From an optimization exercise on the open Yosys and OpenROAD flow, aimed at small area and a short achievable clock period; shortcuts taken in it are not production practice. The RTL was checked by simulation tests, not by an equivalence proof against the original design.

==> inputs of wip/onyx <==
## CPU
module CPU(
	input  reset                        ,
	input  clk                          ,
	output [31:0] imem_addr             ,
	input  [31:0] imem_data             ,
	output        dmem_re               ,
	output        dmem_we               ,
	output [31:0] dmem_addr             ,
	output [31:0] dmem_wdata            ,
	input  [31:0] dmem_rdata
);
export LEC_CHECK = 0
export CAP_MARGIN = 0
export CORE_MARGIN = 2
export CORE_UTILIZATION = 50
export CTS_BUF_LIST = sky130_fd_sc_hd__clkbuf_8
export CTS_CLUSTER_DIAMETER = 50
export CTS_CLUSTER_SIZE = 14
export PLACE_DENSITY = 0.6
export SLEW_MARGIN = 0
export SYNTH_HIERARCHICAL = 1
export SYNTH_MINIMUM_KEEP_SIZE = 0
create_clock -name core_clock -period 13.0 [get_ports {clk}]
standard.sh (not shown) runs the stock make flow with config.mk's settings and CLKGATE_MAP_FILE= SYNTH_SCRIPT=/design/flow/synth_recipe.tcl, a recipe that flattens the netlist after the stock synthesis.
==> flow/flow/run.sh <==
#!/bin/bash
# The standard layout (the standard.sh, with the standard synthesis),
# with a larger setup margin for the resizer's timing repair, so that it keeps
# improving the critical paths beyond the clock period's own requirement.
# The clock period and the constraints are the design's.
set -euo pipefail
export SETUP_SLACK_MARGIN=7.5
bash standard.sh > standard_flow.log 2>&1
==> wip/indigo (differences from wip/onyx) <==
CTS_BUF_LIST = unset   (was sky130_fd_sc_hd__clkbuf_8)
CTS_CLUSTER_DIAMETER = unset   (was 50)
CTS_CLUSTER_SIZE = unset   (was 14)
==> comparison table <==
item	wip/onyx	wip/indigo
Routed via count	69900	70200
Number of violations reported at the end of detailed-routing iteration 0	12300	12000
Number of stages on the worst setup path	21	22
Wire length of the first global-routing pass	497 mm	497 mm
Non-clock buffers	607	605
Data required time at the worst endpoint	13.86 ns	13.71 ns
Slew @ Worst Pin	1.38 ns	1.41 ns
Number of fill cells in the layout	13700	13500
Met1 track utilization from global routing	0.522	0.526
Share of the final layout cell area in multi-input gates	0.446	0.438
Clock distribution area overhead in the final layout	0.0359	0.0523
Register cell area after layout	41200 µm²	41200 µm²
Run status	finished clean	finished clean
Fin Hold WS	0.356 ns	0.347 ns
Arr. time, crit path	6.59 ns	6.61 ns
Source of the critical timing path	IDEX_mb[5]	IDEX_mb[7]
Final design area excluding fillers	96800 µm²	98200 µm²


==> run a <==
Another version of the RTL of CPU (not shown whole).
==> module BSEL, before the edit <==
module BSEL(input one, input two, input nneg, input x, input y, output p);
	assign p = ~(((one & x) | (two & y)) ^ nneg);
endmodule
Settings: LEC_CHECK=0, CAP_MARGIN=0, CORE_MARGIN=2, CORE_UTILIZATION=50, CTS_BUF_LIST=sky130_fd_sc_hd__clkbuf_8, CTS_CLUSTER_DIAMETER=50, CTS_CLUSTER_SIZE=14, PLACE_DENSITY=0.6, SLEW_MARGIN=0, SYNTH_HIERARCHICAL=1, SYNTH_MINIMUM_KEEP_SIZE=0; clock period 13.0 ns.
==> flow/flow/run.sh <==
#!/bin/bash
# The standard layout (the standard.sh, with the standard synthesis), with
# two changes to how the layout is optimised; the clock period and the
# constraints are the design's:
# - a larger setup margin for the resizer's timing repair, so that it keeps
#   improving the critical paths beyond what the clock period requires;
# - the port buffers (every input and output still gets one) are buf_4
#   instead of the default clkdlybuf4s50_1 delay cell.
set -euo pipefail
export SETUP_SLACK_MARGIN=8.5
export BUFFER_PORTS_ARGS="-inputs -outputs -buffer_cell sky130_fd_sc_hd__buf_4"
bash standard.sh > standard_flow.log 2>&1
==> run b: changes against run a <==
--- a/flow/flow/run.sh
+++ b/flow/flow/run.sh
@@ -9,3 +9,3 @@
 set -euo pipefail
-export SETUP_SLACK_MARGIN=8.5
+export SETUP_SLACK_MARGIN=8
 export BUFFER_PORTS_ARGS="-inputs -outputs -buffer_cell sky130_fd_sc_hd__buf_4"
- CORE_UTILIZATION: 50 -> 58
- PLACE_DENSITY: 0.6 -> 0.7
==> run c: changes against run a <==
--- a/flow/design.v
+++ b/flow/design.v
@@ -2095,3 +2095,8 @@
 module BSEL(input one, input two, input nneg, input x, input y, output p);
-	assign p = ~(((one & x) | (two & y)) ^ nneg);
+	wire s;
+	AO22 u(.a(one), .b(x), .c(two), .d(y), .y(s));
+	assign p = ~(s ^ nneg);
+endmodule
+module AO22(input a, input b, input c, input d, output y);
+	assign y = (a & b) | (c & d);
 endmodule
--- a/flow/flow/run.sh
+++ b/flow/flow/run.sh
@@ -9,3 +9,3 @@
 set -euo pipefail
-export SETUP_SLACK_MARGIN=8.5
+export SETUP_SLACK_MARGIN=8
 export BUFFER_PORTS_ARGS="-inputs -outputs -buffer_cell sky130_fd_sc_hd__buf_4"
==> run d: changes against run a <==
--- a/flow/design.v
+++ b/flow/design.v
@@ -2095,3 +2095,8 @@
 module BSEL(input one, input two, input nneg, input x, input y, output p);
-	assign p = ~(((one & x) | (two & y)) ^ nneg);
+	wire s;
+	AO22 u(.a(one), .b(x), .c(two), .d(y), .y(s));
+	assign p = ~(s ^ nneg);
+endmodule
+module AO22(input a, input b, input c, input d, output y);
+	assign y = (a & b) | (c & d);
 endmodule
==> notes.md <==
Run a passed the timing, design-rule and antenna checks. Run d ran to the end with no violations. Run c went through all stages and came out clean. Run b finished with timing, DRC and antenna clean.
Of run c and run d, run d has the higher routed wire length (gap 6.8%, measured against run d).
Worst hold slack, lowest first: run b, run c, run a, run d.
Of run b and run d, run b has the higher critical path depth (gap 1).


==> run F <==
Another version of the RTL of CPU (not shown whole).
clock: 13.0 ns
lec_check: 0
cap_margin: 0
core_margin: 2
core_utilization: 50
cts_buf_list: sky130_fd_sc_hd__clkbuf_8
cts_cluster_diameter: 50
cts_cluster_size: 14
place_density: 0.6
slew_margin: 0
synth_hierarchical: 1
synth_minimum_keep_size: 0
==> flow/flow/run.sh <==
#!/bin/bash
# The standard layout (the standard.sh, with the standard synthesis), with
# two changes to how the layout is optimised; the clock period and the
# constraints are the design's:
# - a larger setup margin for the resizer's timing repair, so that it keeps
#   improving the critical paths beyond what the clock period requires;
# - the port buffers (every input and output still gets one) are buf_4
#   instead of the default clkdlybuf4s50_1 delay cell.
set -euo pipefail
export SETUP_SLACK_MARGIN=8
export BUFFER_PORTS_ARGS="-inputs -outputs -buffer_cell sky130_fd_sc_hd__buf_4"
bash standard.sh > standard_flow.log 2>&1
==> inputs of run R, as changes to run F <==
--- a/flow/config.mk
+++ b/flow/config.mk
@@ -8,9 +8,6 @@
 export CAP_MARGIN = 0
 export CORE_MARGIN = 2
 export CORE_UTILIZATION = 50
-export CTS_BUF_LIST = sky130_fd_sc_hd__clkbuf_8
-export CTS_CLUSTER_DIAMETER = 50
-export CTS_CLUSTER_SIZE = 14
 export PLACE_DENSITY = 0.6
 export SLEW_MARGIN = 0
 export SYNTH_HIERARCHICAL = 1
==> comparison <==
In final cell count, run F and run R hardly differ.
Against run F, the worst hold slack of run R is worse by 0.0060 ns.
In run F the setup slack is higher than in run R, by 0.13 ns.
In flip-flop and latch count, run R and run F do not differ.
Against run F, the core utilization of run R is higher by 1.3 points.
Count of clock-buffer cells in the layout: run R is higher than run F (58).
Between run F and run R, the lower clock skew is in run R (gap 0.041 ns).
Between run R and run F, the lower register-to-register slack is in run R (gap 0.13 ns).
Of run R and run F, run F has the higher non-clock buffer count (gap 1).
==> figures <==
item	run R	run F
Via count of the first global-routing pass	70,453	70,195
Status	no timing/DRC/antenna violations	no timing/DRC/antenna violations
Wirelength per Cell	35.9 um	35.8 um
Final WL	371,000 um	370,000 um
Clock input transition at the sequential cells of the worst setup and hold paths	0.06 ns	0.08 ns
Number of clock buffer instances in the layout	225	167
Met3 usage in global routing	9.59%	8.87%
Global-route wire length before repair	515,000 um	513,000 um
Layout overhead on the synthesized area	17.6%	15.0%
Vias	73,092	72,715
Count of fill cells added during filler insertion	14,102	14,330
Total area of multi-input combinational cells	46,000 sq um	45,900 sq um
Final period demand of the worst path	5.36 ns	5.23 ns
Fmax	187 MHz	191 MHz
Non-CTS buffers	635	636
Post-CTS Setup Inserts	222	216
Data arrival time of the worst path	6.07 ns	6.06 ns
Biggest fanout along the worst timing path	5	7

==> afterwards: timing with drivers on the ports <==
Ports are ideal in the flow. The routed layouts listed here were re-timed in OpenROAD.
Step 1 (the two cells are an assumption about what drives the block):
set clk [get_ports {clk}]
set_driving_cell -lib_cell sky130_fd_sc_hd__clkbuf_16 $clk
set_driving_cell -lib_cell sky130_fd_sc_hd__buf_2 [delete_from_list [all_inputs] $clk]
Step 2 adds t to the input delays and takes it off the output delays; t is the mean of the earliest and latest rising clock arrival at the registers after step 1. Input paths then give back, and output paths get back, about the clock's delay inside the block.
Slacks: no drivers / after step 1 / after step 2; pairs: no drivers / after step 1.
run | shift t [ns] | slack for setup (ns) | worst setup path at the end
wip/onyx | 1.066 | 7.270 / 7.270 / 6.588 | input to register
wip/indigo | 0.898 | 7.098 / 7.098 / 6.868 | input to register
run a | 1.085 | 7.994 / 7.994 / 7.286 | input to register
run b | 1.030 | 7.870 / 7.870 / 6.899 | input to register
run c | 1.047 | 7.950 / 7.956 / 6.962 | input to register
run d | 1.051 | 7.947 / 7.947 / 7.192 | input to register
run F | 1.050 | 7.774 / 7.774 / 7.201 | input to register
run R | 0.919 | 7.644 / 7.644 / 7.235 | input to register
After both steps setup and hold are still met in every run listed. The setup slack of run c, which loses most, moves by +0.006 ns with the drivers and by -0.988 ns with both steps.
